This design comes from an exercise in tuning for small area, a short achievable clock period and few clock cycles per item on the open sky130 flow, not from production work. Function was not checked in any run shown here: the RTL went through the layout flow alone.

==> flow/design.v, too long to show whole: its modules and the start of the top module <==
// module sqrt_binary_search: 883 lines
module sqrt_binary_search (
    input  logic        clk,
    input  logic        rst,         
    input  logic        valid_in,
    input  logic [15:0] x,           
    output logic [15:0] x_sqrt,      
    output logic        valid_out
);
  // ...
==> flow/flow/run.sh <==
#!/bin/bash
# The standard layout (standard.sh), with these changes:
#  - synthesis: no adder-cell mapping (ADDER_MAP_FILE empty), so ABC maps the
#    adders from plain gates instead of the slow ha/fa cells, and the final ABC
#    mapping uses flow/abc_iter.script (see flow/synth_iter.tcl);
#  - buf_2 cells as the port buffers (buffer_ports otherwise picks the slow
#    clkdlybuf4s50_1);
#  - setup repair only resizes cells (SETUP_MOVE_SEQUENCE=sizeup).
set -e
here=$(pwd)
export ADDER_MAP_FILE=
export BUFFER_PORTS_ARGS="-buffer_cell sky130_fd_sc_hd__buf_2"
export SETUP_MOVE_SEQUENCE=sizeup
bash standard.sh SYNTH_SCRIPT=$here/flow/synth_iter.tcl finish > standard.log 2>&1
==> flow/flow/abc_iter.script <==
strash
dch
map -B 0.9
strash
dch
map -B 0.9
strash
dch
map -B 0.9
strash
dch
map -B 0.9
strash
dch
map -B 0.9
strash
dch
map -B 0.9
strash
dch
map -B 0.9
strash
dch
map -B 0.9
topo
stime -c
buffer -c
upsize -c
dnsize -c
==> flow/flow/synth_iter.tcl <==
# The standard flow's synthesis (synth_recipe.tcl, which sources ORFS's synth.tcl) with one
# change: the final technology mapping runs ABC with abc_iter.script, which
# repeats ORFS's area script's strash/dch/map round 8 times before sizing.
# Everything before it (synth -nofsm -noshare, flip-flop mapping) and after it
# (flatten, renames) is the standard flow's own, so the registers are the standard ones.
set ::abc_iter_script [file normalize [file join [file dirname [info script]] abc_iter.script]]
set ::synth_recipe_tcl [file normalize [file join [file dirname [info script]] .. synth_recipe.tcl]]
proc abc {args} {
  set i [lsearch -exact $args -script]
  if {$i >= 0} { lset args [expr {$i + 1}] $::abc_iter_script }
  puts "abc: mapping with $::abc_iter_script"
  yosys abc {*}$args
}
source $::synth_recipe_tcl
==> flow/standard.sh <==
#!/bin/bash
# synth_recipe.tcl (not shown) runs the flow's synth.tcl, then flattens the netlist and writes it again
# the make line also repeats each setting of config.mk as NAME=value (left out here)
make -C /OpenROAD-flow-scripts/flow DESIGN_CONFIG=/design/flow/config.mk WORK_HOME=/design/flow/orfs CLKGATE_MAP_FILE= SYNTH_SCRIPT=/design/flow/synth_recipe.tcl "${@:-finish}"
==> flow/config.mk <==
export PLATFORM = sky130hd
export DESIGN_NAME = sqrt_binary_search
export DESIGN_NICKNAME = sqrt_binary_search
export VERILOG_FILES = /design/flow/design.v
export SDC_FILE = /design/flow/constraint.sdc
export NUM_CORES = 4
export LEC_CHECK = 0
export ABC_AREA = 1
export CAP_MARGIN = 20
export CORE_MARGIN = 2
export CORE_UTILIZATION = 40
export PLACE_DENSITY = 0.85
export SETUP_SLACK_MARGIN = 3.5
export SLEW_MARGIN = 20
export TNS_END_PERCENT = 10
==> flow/constraint.sdc <==
create_clock -name core_clock -period 11.0 [get_ports {clk}]
set_input_delay 2.2000 -clock core_clock [delete_from_list [all_inputs] [get_ports {clk}]]
set_output_delay 2.2000 -clock core_clock [all_outputs]
set_load 0.01 [all_outputs]
==> reports/qor.txt, run 1 <==
outcome - finished clean
count of TritonRoute iterations in the first routing pass - 4
TritonCTS clock tree - built
post-synthesis share of cell area spent on xor and xnor gates - 15.84%
register bank with the most flops - r_r
sequential share of cell area - 9.186%
final routed wire length divided by cell count - 9.779 um
hold violation count in the final report - 0
Critical Path Fanout Max - 9
HPWL reported at the end of detailed placement - 6366 um
layout overhead on the synthesized area - 9.541%
number of nets with antenna violations after detailed routing - 0
final standard cell area without fillers - 3936 um^2
ant diodes - 0
post-cts hold buffer count - 0
footprint of the flip-flops and latches - 361.6 um^2
Max-slew headroom - 60.22%
EDFF count, synth - 0
worst setup slack after layout - 4.016 ns
most instantiated cells after synthesis - sky130_fd_sc_hd__nand2_1, sky130_fd_sc_hd__inv_1, sky130_fd_sc_hd__nand3_1
number of vias after detailed routing - 3603
ports placed on the boundary - 36
pin count of the biggest net entering global routing - 13
detailed router's first-iteration violation count - 124
met3 wire length - 157 um
kind of start point of the critical path - flip-flop
Clock Path Buffers - 2
multi-input gate share of total cell area - 75.37%
WS Path Type - reg2out
highest layer used for signal routing - met4
synthesis warning total - 1
number of levels in the clock H-tree - 1
leading cell type in the layout, fill and taps excluded - sky130_fd_sc_hd__nand2_1
crit path capture - x_sqrt[0]
==> run 2: changes to the inputs <==
--- a/flow/design.v
+++ b/flow/design.v
@@ -417,129 +417,126 @@
     assign s_p7_4[7] = s_p7_3[7];
     assign s_g7_4[8] = s_g7_3[8] | (s_p7_3[8] & s_g7_3[7]);
     assign s_p7_4[8] = s_p7_3[8] & s_p7_3[7];
     assign s_g7_4[9] = s_g7_3[9] | (s_p7_3[9] & s_g7_3[7]);
     assign s_p7_4[9] = s_p7_3[9] & s_p7_3[7];
     wire [9:0] s_c7 = {s_g7_4[8:0], 1'b0};
     wire [9:0] s_r8 = s_a7 ^ (s_o7 ^ s_c7);
     wire [7:0] s_q8 = {s_q7, ~s_r8[9]};
-    logic s_r;                
-    logic [6:0] o_r;      
-    logic [9:0] r_r;
+    wire [10:0] s_a8 = {s_r8[8:0], 2'b00};
+    wire [10:0] s_o8 = {s_q8[0], s_q8 ^ {8{s_q8[0]}}, 2'b11};
+    wire [10:0] s_g8_0 = s_a8 & s_o8;
+    wire [10:0] s_p8_0 = s_a8 | s_o8;
+    wire [10:0] s_g8_1, s_p8_1;
+    assign s_g8_1[0] = s_g8_0[0];
+    assign s_p8_1[0] = s_p8_0[0];
+    assign s_g8_1[1] = s_g8_0[1] | (s_p8_0[1] & s_g8_0[0]);
+    assign s_p8_1[1] = s_p8_0[1] & s_p8_0[0];
+    assign s_g8_1[2] = s_g8_0[2];
+    assign s_p8_1[2] = s_p8_0[2];
+    assign s_g8_1[3] = s_g8_0[3] | (s_p8_0[3] & s_g8_0[2]);
+    assign s_p8_1[3] = s_p8_0[3] & s_p8_0[2];
+    assign s_g8_1[4] = s_g8_0[4];
+    assign s_p8_1[4] = s_p8_0[4];
+    assign s_g8_1[5] = s_g8_0[5] | (s_p8_0[5] & s_g8_0[4]);
+    assign s_p8_1[5] = s_p8_0[5] & s_p8_0[4];
+    assign s_g8_1[6] = s_g8_0[6];
+    assign s_p8_1[6] = s_p8_0[6];
+    assign s_g8_1[7] = s_g8_0[7] | (s_p8_0[7] & s_g8_0[6]);
+    assign s_p8_1[7] = s_p8_0[7] & s_p8_0[6];
+    assign s_g8_1[8] = s_g8_0[8];
+    assign s_p8_1[8] = s_p8_0[8];
+    assign s_g8_1[9] = s_g8_0[9] | (s_p8_0[9] & s_g8_0[8]);
+    assign s_p8_1[9] = s_p8_0[9] & s_p8_0[8];
+    assign s_g8_1[10] = s_g8_0[10];
+    assign s_p8_1[10] = s_p8_0[10];
+    wire [10:0] s_g8_2, s_p8_2;
+    assign s_g8_2[0] = s_g8_1[0];
+    assign s_p8_2[0] = s_p8_1[0];
+    assign s_g8_2[1] = s_g8_1[1];
+    assign s_p8_2[1] = s_p8_1[1];
+    assign s_g8_2[2] = s_g8_1[2] | (s_p8_1[2] & s_g8_1[1]);
+    assign s_p8_2[2] = s_p8_1[2] & s_p8_1[1];
+    assign s_g8_2[3] = s_g8_1[3] | (s_p8_1[3] & s_g8_1[1]);
+    assign s_p8_2[3] = s_p8_1[3] & s_p8_1[1];
+    assign s_g8_2[4] = s_g8_1[4];
+    assign s_p8_2[4] = s_p8_1[4];
+    assign s_g8_2[5] = s_g8_1[5];
+    assign s_p8_2[5] = s_p8_1[5];
+    assign s_g8_2[6] = s_g8_1[6] | (s_p8_1[6] & s_g8_1[5]);
+    assign s_p8_2[6] = s_p8_1[6] & s_p8_1[5];
+    assign s_g8_2[7] = s_g8_1[7] | (s_p8_1[7] & s_g8_1[5]);
+    assign s_p8_2[7] = s_p8_1[7] & s_p8_1[5];
+    assign s_g8_2[8] = s_g8_1[8];
+    assign s_p8_2[8] = s_p8_1[8];
+    assign s_g8_2[9] = s_g8_1[9];
+    assign s_p8_2[9] = s_p8_1[9];
+    assign s_g8_2[10] = s_g8_1[10] | (s_p8_1[10] & s_g8_1[9]);
+    assign s_p8_2[10] = s_p8_1[10] & s_p8_1[9];
+    wire [10:0] s_g8_3, s_p8_3;
+    assign s_g8_3[0] = s_g8_2[0];
+    assign s_p8_3[0] = s_p8_2[0];
+    assign s_g8_3[1] = s_g8_2[1];
+    assign s_p8_3[1] = s_p8_2[1];
+    assign s_g8_3[2] = s_g8_2[2];
+    assign s_p8_3[2] = s_p8_2[2];
+    assign s_g8_3[3] = s_g8_2[3];
+    assign s_p8_3[3] = s_p8_2[3];
+    assign s_g8_3[4] = s_g8_2[4] | (s_p8_2[4] & s_g8_2[3]);
+    assign s_p8_3[4] = s_p8_2[4] & s_p8_2[3];
+    assign s_g8_3[5] = s_g8_2[5] | (s_p8_2[5] & s_g8_2[3]);
+    assign s_p8_3[5] = s_p8_2[5] & s_p8_2[3];
+    assign s_g8_3[6] = s_g8_2[6] | (s_p8_2[6] & s_g8_2[3]);
+    assign s_p8_3[6] = s_p8_2[6] & s_p8_2[3];
+    assign s_g8_3[7] = s_g8_2[7] | (s_p8_2[7] & s_g8_2[3]);
+    assign s_p8_3[7] = s_p8_2[7] & s_p8_2[3];
+    assign s_g8_3[8] = s_g8_2[8];
+    assign s_p8_3[8] = s_p8_2[8];
+    assign s_g8_3[9] = s_g8_2[9];
+    assign s_p8_3[9] = s_p8_2[9];
+    assign s_g8_3[10] = s_g8_2[10];
+    assign s_p8_3[10] = s_p8_2[10];
+    wire [10:0] s_g8_4, s_p8_4;
+    assign s_g8_4[0] = s_g8_3[0];
+    assign s_p8_4[0] = s_p8_3[0];
+    assign s_g8_4[1] = s_g8_3[1];
+    assign s_p8_4[1] = s_p8_3[1];
+    assign s_g8_4[2] = s_g8_3[2];
+    assign s_p8_4[2] = s_p8_3[2];
+    assign s_g8_4[3] = s_g8_3[3];
+    assign s_p8_4[3] = s_p8_3[3];
+    assign s_g8_4[4] = s_g8_3[4];
+    assign s_p8_4[4] = s_p8_3[4];
+    assign s_g8_4[5] = s_g8_3[5];
+    assign s_p8_4[5] = s_p8_3[5];
+    assign s_g8_4[6] = s_g8_3[6];
+    assign s_p8_4[6] = s_p8_3[6];
+    assign s_g8_4[7] = s_g8_3[7];
+    assign s_p8_4[7] = s_p8_3[7];
+    assign s_g8_4[8] = s_g8_3[8] | (s_p8_3[8] & s_g8_3[7]);
+    assign s_p8_4[8] = s_p8_3[8] & s_p8_3[7];
+    assign s_g8_4[9] = s_g8_3[9] | (s_p8_3[9] & s_g8_3[7]);
+    assign s_p8_4[9] = s_p8_3[9] & s_p8_3[7];
+    assign s_g8_4[10] = s_g8_3[10] | (s_p8_3[10] & s_g8_3[7]);
+    assign s_p8_4[10] = s_p8_3[10] & s_p8_3[7];
+    wire [10:0] s_c8 = {s_g8_4[9:0], 1'b0};
+    wire [10:0] s_r9 = s_a8 ^ (s_o8 ^ s_c8);
+    wire [8:0] s_q9 = {s_q8, ~s_r9[10]};
+    logic [8:0] q_r;
+    logic [10:0] r_r;
     logic v_r;
     always_ff @(posedge clk) begin
         if (rst) v_r <= 1'b0;
         else     v_r <= valid_in;
-        s_r <= s_q8[0];
-        o_r <= s_q8[7:1] ^ {7{s_q8[0]}};
-        r_r <= s_r8;
+        q_r <= s_q9;
+        r_r <= s_r9;
     end
-    wire [7:0] q_r = {o_r ^ {7{s_r}}, s_r};
-    wire [10:0] t_a8 = {r_r[8:0], 2'b00};
-    wire [10:0] t_o8 = {s_r, o_r, 1'b0, 2'b11};
-    wire [10:0] t_g8_0 = t_a8 & t_o8;
-    wire [10:0] t_p8_0 = t_a8 | t_o8;
-    wire [10:0] t_g8_1, t_p8_1;
-    assign t_g8_1[0] = t_g8_0[0];
-    assign t_p8_1[0] = t_p8_0[0];
-    assign t_g8_1[1] = t_g8_0[1] | (t_p8_0[1] & t_g8_0[0]);
-    assign t_p8_1[1] = t_p8_0[1] & t_p8_0[0];
-    assign t_g8_1[2] = t_g8_0[2];
-    assign t_p8_1[2] = t_p8_0[2];
-    assign t_g8_1[3] = t_g8_0[3] | (t_p8_0[3] & t_g8_0[2]);
-    assign t_p8_1[3] = t_p8_0[3] & t_p8_0[2];
-    assign t_g8_1[4] = t_g8_0[4];
-    assign t_p8_1[4] = t_p8_0[4];
-    assign t_g8_1[5] = t_g8_0[5] | (t_p8_0[5] & t_g8_0[4]);
-    assign t_p8_1[5] = t_p8_0[5] & t_p8_0[4];
-    assign t_g8_1[6] = t_g8_0[6];
-    assign t_p8_1[6] = t_p8_0[6];
-    assign t_g8_1[7] = t_g8_0[7] | (t_p8_0[7] & t_g8_0[6]);
-    assign t_p8_1[7] = t_p8_0[7] & t_p8_0[6];
-    assign t_g8_1[8] = t_g8_0[8];
-    assign t_p8_1[8] = t_p8_0[8];
-    assign t_g8_1[9] = t_g8_0[9] | (t_p8_0[9] & t_g8_0[8]);
-    assign t_p8_1[9] = t_p8_0[9] & t_p8_0[8];
-    assign t_g8_1[10] = t_g8_0[10];
-    assign t_p8_1[10] = t_p8_0[10];
-    wire [10:0] t_g8_2, t_p8_2;
-    assign t_g8_2[0] = t_g8_1[0];
-    assign t_p8_2[0] = t_p8_1[0];
-    assign t_g8_2[1] = t_g8_1[1];
-    assign t_p8_2[1] = t_p8_1[1];
-    assign t_g8_2[2] = t_g8_1[2] | (t_p8_1[2] & t_g8_1[1]);
-    assign t_p8_2[2] = t_p8_1[2] & t_p8_1[1];
-    assign t_g8_2[3] = t_g8_1[3] | (t_p8_1[3] & t_g8_1[1]);
-    assign t_p8_2[3] = t_p8_1[3] & t_p8_1[1];
-    assign t_g8_2[4] = t_g8_1[4];
-    assign t_p8_2[4] = t_p8_1[4];
-    assign t_g8_2[5] = t_g8_1[5];
-    assign t_p8_2[5] = t_p8_1[5];
-    assign t_g8_2[6] = t_g8_1[6] | (t_p8_1[6] & t_g8_1[5]);
-    assign t_p8_2[6] = t_p8_1[6] & t_p8_1[5];
-    assign t_g8_2[7] = t_g8_1[7] | (t_p8_1[7] & t_g8_1[5]);
-    assign t_p8_2[7] = t_p8_1[7] & t_p8_1[5];
-    assign t_g8_2[8] = t_g8_1[8];
-    assign t_p8_2[8] = t_p8_1[8];
-    assign t_g8_2[9] = t_g8_1[9];
-    assign t_p8_2[9] = t_p8_1[9];
-    assign t_g8_2[10] = t_g8_1[10] | (t_p8_1[10] & t_g8_1[9]);
-    assign t_p8_2[10] = t_p8_1[10] & t_p8_1[9];
-    wire [10:0] t_g8_3, t_p8_3;
-    assign t_g8_3[0] = t_g8_2[0];
-    assign t_p8_3[0] = t_p8_2[0];
-    assign t_g8_3[1] = t_g8_2[1];
-    assign t_p8_3[1] = t_p8_2[1];
-    assign t_g8_3[2] = t_g8_2[2];
-    assign t_p8_3[2] = t_p8_2[2];
-    assign t_g8_3[3] = t_g8_2[3];
-    assign t_p8_3[3] = t_p8_2[3];
-    assign t_g8_3[4] = t_g8_2[4] | (t_p8_2[4] & t_g8_2[3]);
-    assign t_p8_3[4] = t_p8_2[4] & t_p8_2[3];
-    assign t_g8_3[5] = t_g8_2[5] | (t_p8_2[5] & t_g8_2[3]);
-    assign t_p8_3[5] = t_p8_2[5] & t_p8_2[3];
-    assign t_g8_3[6] = t_g8_2[6] | (t_p8_2[6] & t_g8_2[3]);
-    assign t_p8_3[6] = t_p8_2[6] & t_p8_2[3];
-    assign t_g8_3[7] = t_g8_2[7] | (t_p8_2[7] & t_g8_2[3]);
-    assign t_p8_3[7] = t_p8_2[7] & t_p8_2[3];
-    assign t_g8_3[8] = t_g8_2[8];
-    assign t_p8_3[8] = t_p8_2[8];
-    assign t_g8_3[9] = t_g8_2[9];
-    assign t_p8_3[9] = t_p8_2[9];
-    assign t_g8_3[10] = t_g8_2[10];
-    assign t_p8_3[10] = t_p8_2[10];
-    wire [10:0] t_g8_4, t_p8_4;
-    assign t_g8_4[0] = t_g8_3[0];
-    assign t_p8_4[0] = t_p8_3[0];
-    assign t_g8_4[1] = t_g8_3[1];
-    assign t_p8_4[1] = t_p8_3[1];
-    assign t_g8_4[2] = t_g8_3[2];
-    assign t_p8_4[2] = t_p8_3[2];
-    assign t_g8_4[3] = t_g8_3[3];
-    assign t_p8_4[3] = t_p8_3[3];
-    assign t_g8_4[4] = t_g8_3[4];
-    assign t_p8_4[4] = t_p8_3[4];
-    assign t_g8_4[5] = t_g8_3[5];
-    assign t_p8_4[5] = t_p8_3[5];
-    assign t_g8_4[6] = t_g8_3[6];
-    assign t_p8_4[6] = t_p8_3[6];
-    assign t_g8_4[7] = t_g8_3[7];
-    assign t_p8_4[7] = t_p8_3[7];
-    assign t_g8_4[8] = t_g8_3[8] | (t_p8_3[8] & t_g8_3[7]);
-    assign t_p8_4[8] = t_p8_3[8] & t_p8_3[7];
-    assign t_g8_4[9] = t_g8_3[9] | (t_p8_3[9] & t_g8_3[7]);
-    assign t_p8_4[9] = t_p8_3[9] & t_p8_3[7];
-    assign t_g8_4[10] = t_g8_3[10] | (t_p8_3[10] & t_g8_3[7]);
-    assign t_p8_4[10] = t_p8_3[10] & t_p8_3[7];
-    wire [10:0] t_c8 = {t_g8_4[9:0], 1'b0};
-    wire [10:0] t_r9 = t_a8 ^ (t_o8 ^ t_c8);
-    wire [8:0] t_q9 = {q_r, ~t_r9[10]};
-    wire [11:0] t_a9 = {t_r9[9:0], 2'b00};
-    wire [11:0] t_o9 = {t_q9[0], t_q9 ^ {9{t_q9[0]}}, 2'b11};
+    wire [11:0] t_a9 = {r_r[9:0], 2'b00};
+    wire [11:0] t_o9 = {q_r[0], q_r ^ {9{q_r[0]}}, 2'b11};
     wire [11:0] t_g9_0 = t_a9 & t_o9;
     wire [11:0] t_p9_0 = t_a9 | t_o9;
     wire [11:0] t_g9_1, t_p9_1;
     assign t_g9_1[0] = t_g9_0[0];
     assign t_p9_1[0] = t_p9_0[0];
     assign t_g9_1[1] = t_g9_0[1] | (t_p9_0[1] & t_g9_0[0]);
     assign t_p9_1[1] = t_p9_0[1] & t_p9_0[0];
     assign t_g9_1[2] = t_g9_0[2];
@@ -634,17 +631,17 @@
     assign t_g9_4[9] = t_g9_3[9] | (t_p9_3[9] & t_g9_3[7]);
     assign t_p9_4[9] = t_p9_3[9] & t_p9_3[7];
     assign t_g9_4[10] = t_g9_3[10] | (t_p9_3[10] & t_g9_3[7]);
     assign t_p9_4[10] = t_p9_3[10] & t_p9_3[7];
     assign t_g9_4[11] = t_g9_3[11] | (t_p9_3[11] & t_g9_3[7]);
     assign t_p9_4[11] = t_p9_3[11] & t_p9_3[7];
     wire [11:0] t_c9 = {t_g9_4[10:0], 1'b0};
     wire [11:0] t_r10 = t_a9 ^ (t_o9 ^ t_c9);
-    wire [9:0] t_q10 = {t_q9, ~t_r10[11]};
+    wire [9:0] t_q10 = {q_r, ~t_r10[11]};
     wire [12:0] t_a10 = {t_r10[10:0], 2'b00};
     wire [12:0] t_o10 = {t_q10[0], t_q10 ^ {10{t_q10[0]}}, 2'b11};
     wire [12:0] t_g10_0 = t_a10 & t_o10;
     wire [12:0] t_p10_0 = t_a10 | t_o10;
     wire [12:0] t_g10_1, t_p10_1;
     assign t_g10_1[0] = t_g10_0[0];
     assign t_p10_1[0] = t_p10_0[0];
     assign t_g10_1[1] = t_g10_0[1] | (t_p10_0[1] & t_g10_0[0]);
==> flow/flow/run.sh (replaced) <==
#!/bin/bash
# The standard layout (standard.sh), with two changes:
#  - no adder-cell mapping in synthesis (ADDER_MAP_FILE empty): ABC maps the
#    adders from plain gates instead of the slow ha/fa cells;
#  - buf_2 cells as the port buffers (buffer_ports otherwise picks the slow
#    clkdlybuf4s50_1).
set -e
export ADDER_MAP_FILE=
export BUFFER_PORTS_ARGS="-buffer_cell sky130_fd_sc_hd__buf_2"
bash standard.sh > standard.log 2>&1
==> flow/config.mk (replaced) <==
export PLATFORM = sky130hd
export DESIGN_NAME = sqrt_binary_search
export DESIGN_NICKNAME = sqrt_binary_search
export VERILOG_FILES = /design/flow/design.v
export SDC_FILE = /design/flow/constraint.sdc
export NUM_CORES = 4
export LEC_CHECK = 0
export ABC_AREA = 1
export CAP_MARGIN = 20
export CORE_MARGIN = 2
export CORE_UTILIZATION = 40
export SETUP_SLACK_MARGIN = 1.5
export SLEW_MARGIN = 20
removed: flow/flow/abc_iter.script
removed: flow/flow/synth_iter.tcl
==> reports/qor.txt, run 2 <==
via count of the first global-routing pass - 3355
kind of start point of the critical path - flip-flop
HPWL reported at the end of detailed placement - 7270 um (+14%)
post-synthesis register bit count - 18
WS Path Type - reg2out
share of Yosys cell area claimed by the top area cell type - 19.27%
top achievable clock speed - 0.1179 GHz
Synth area leader - sky130_fd_sc_hd__nand2_1
total wirelength of the detailed-routed design - 8406 um
number of levels in the clock H-tree - 1 (unchanged)
total number of clock tree sinks - 18
ports placed on the boundary - 36 (unchanged)
detailed router's first-iteration violation count - 103 (-17%)
Area contributors post-synth - sky130_fd_sc_hd__nand2_1, sky130_fd_sc_hd__xor2_1, sky130_fd_sc_hd__dfxtp_1
cells after synthesis - 605
proportion of layout cells with a drive suffix above 1 - 18.14%
count of TritonRoute iterations in the first routing pass - 4 (unchanged)
die outline area - 9885 um^2
Core ar. - 8763 um^2
initial antenna violation count - 0
Net count, final - 654
cell repeated most along the worst path - sky130_fd_sc_hd__nand2_1
register bank with the most flops - q_r
post-CTS sizing - 0
required time of the critical path - 8.80 ns
final count of negative-setup-slack endpoints - 0
layout overhead on the synthesized area - 8.004%
die outline height - 99.43 um
initial core utilization - 41.56%
number of slew-limit violations in the final report - 0
synthesis warning total - 1 (unchanged)
GRT Resource Usage Total - 17.82%
post-cts hold buffer count - 0 (unchanged)
asr flop ratio synth - 0%
ant diodes - 0 (unchanged)
Final Critical Period - 8.483 ns
number of vias after detailed routing - 3583 (-0.56%)
clock-pin slew reported for the worst setup and hold paths after clock tree synthesis - 0.07 ns
cell at the root of the clock tree - sky130_fd_sc_hd__clkbuf_8
number of input and output port buffers inserted - 31
most instantiated cells after synthesis - sky130_fd_sc_hd__nand2_1, sky130_fd_sc_hd__inv_1, sky130_fd_sc_hd__xor2_1
synthesized area per cell - 6.020 um^2
transition time at the pin with the least slew margin - 0.5364 ns
cts bufs inserted - 3
Worst Path Arrival - 6.28 ns
number of nets with antenna violations after detailed routing - 0 (unchanged)
via-per-instance ratio - 4.829
Clock Path Buffers - 2 (unchanged)
most frequent cells in the layout - sky130_fd_sc_hd__nand2_1, sky130_fd_sc_hd__inv_1, sky130_fd_sc_hd__xor2_1, sky130_fd_sc_hd__nand3_1, sky130_fd_sc_hd__nor2_1
number of rows in the core area - 34
outcome - finished clean
TritonCTS clock tree - built
setup repair after global routing missed its margin - no
first-pass GRT wire length - 14830 um
pre-CTS setup slack - 2.227 ns
Final Wtd Congestion - 0.8762
Largest register FFs - 9
total gr overflow - 0
pin count of the biggest net entering global routing - 16 (+3)
primary flip-flop cell chosen by synthesis mapping - sky130_fd_sc_hd__dfxtp_1
path class of the lowest-slack min-delay path - in2reg
registers with the most flip-flops - q_r: 9 flops, r_r: 8 flops, v_r: 1 flops
part of the Yosys area used for sequential elements - 9.894%
fillcell total - 949
count of cell types in the netlist - 46
Fin Setup TNS - 0 ns
Critical Path Fanout Max - 11 (+2)
Synth Cell Area - 3642 um^2
leading cell type by number of instances after synthesis - sky130_fd_sc_hd__nand2_1
final routed wire length divided by cell count - 11.33 um (+16%)
Max Cap Violations - 0
post-route clock period utilization - 77.11%
residual DRC count - 0
endpoint kind of the worst setup timing path - output pin
number of buffers added for setup after CTS - 0
worst setup slack after layout - 2.517 ns (-1.499 ns)
Crit-path slowest cell - sky130_fd_sc_hd__dfxtp_1
x dimension of the die - 99.43 um
leading cell type in the layout, fill and taps excluded - sky130_fd_sc_hd__nand2_1
EDFF count, synth - 0 (unchanged)
maximum cell stage delay along the critical path - 0.41 ns
Max-slew headroom - 63.99% (+3.8 points)
hold violation count in the final report - 0 (unchanged)
==> run 2: changes by cell type in the layout (fill, tap and decap cells not counted), sizes merged, moves of 2 or more <==
cell	previous run	this run
a31oi	0	2
o21ai	7	9
and2	0	2
a21oi	10	21
xnor2	20	27
nand3b	5	3
nor2	38	43
or2	11	6
a22oi	0	3
xor2	42	63
nand2	300	221
nand3	85	70
nand4	3	8
inv	72	89
==> run 2: final timing paths <==
check             startpoint        end  slack [ns]  cells after the start
setup / recovery      q_r[2]  x_sqrt[0]        2.52                     47
hold / removal           rst        v_r        2.09                      2
==> run 2: cell families (layout without fill, tap and decap cells) <==
kind of cell | Yosys count | count (layout) | synth area share, %
AOI/OAI and AO/OA | 42 | 42 | 7.592
xor gates and xnor gates | 90 | 90 | 22.78
buffers and inverters | 100 | 126 | 11.47
DFF | 18 | 18 | 9.894
other | 1 | 4 | 0.1030
and+or+nand+nor | 354 | 354 | 48.16
==> run 2: layout make-up <==
type / instances / area, um^2 / share of cell area, %
repair buffers: 31 / 155.1 / 3.944
clock buffers: 4 / 55.05 / 1.399
inverters: 91 / 349.1 / 8.874
well taps: 108 / 135.1 / 3.435
flip-flops and latches: 18 / 361.6 / 9.192
multi-input cells: 490 / 2878 / 73.16
==> run 2: critical path: cells and delay by family (launching register included) <==
kind                      cells  cell delay, ns
AOI/OAI and AO/OA             9            1.62
xor gates and xnor gates      3            0.87
buffers and inverters         4            0.33
DFF                           1            0.41
and+or+nand+nor              31            2.77
==> run 2: metal layers <==
layer	up-vias	global-route usage [%]	wire [um]
li1	1928	-	-
met1	1607	21.98	3771
met2	44	34.25	4347
met3	4	0.4919	223
met4	0	3.899	63
met5	-	0	0
==> run 2: metrics by stage <==
| step | std cells | instance area [um^2] | hold slack (ns) | util [%] |
|---|---|---|---|---|
| 2_1_floorplan | 608 | 3654 | 2.257 | - |
| 3_3_place_gp | 738 | 3875 | 2.358 | 44.22 |
| 3_5_place_dp | 738 | 3875 | 2.359 | 44.22 |
| 4_1_cts | 742 | 3930 | 2.087 | 44.85 |
| 5_1_grt | 742 | 3934 | 2.106 | 44.89 |
| 6_report | 742 | 3934 | 2.092 | 44.89 |

[port drivers added, routing unchanged]
Ports are ideal in the flow. The routed layouts listed here were re-timed in OpenROAD.
Step 1 assumes that a clkbuf_16 drives the clock port and a buf_2 every other input.
Step 2 also shifts input and output timing later by t, the mid clock arrival at the registers, as if the neighbouring blocks saw the same clock.
a / b / c = ideal ports / drivers / drivers and shift; a / b = the first two.
run	shift t [ns]	setup WS [ns]	worst data-port slew with drivers (ns)
run 1	0.274	4.016 / 3.990 / 4.264	0.03
run 2	0.280	2.517 / 2.491 / 2.772	0.03
After both steps setup and hold are still met in every run listed.
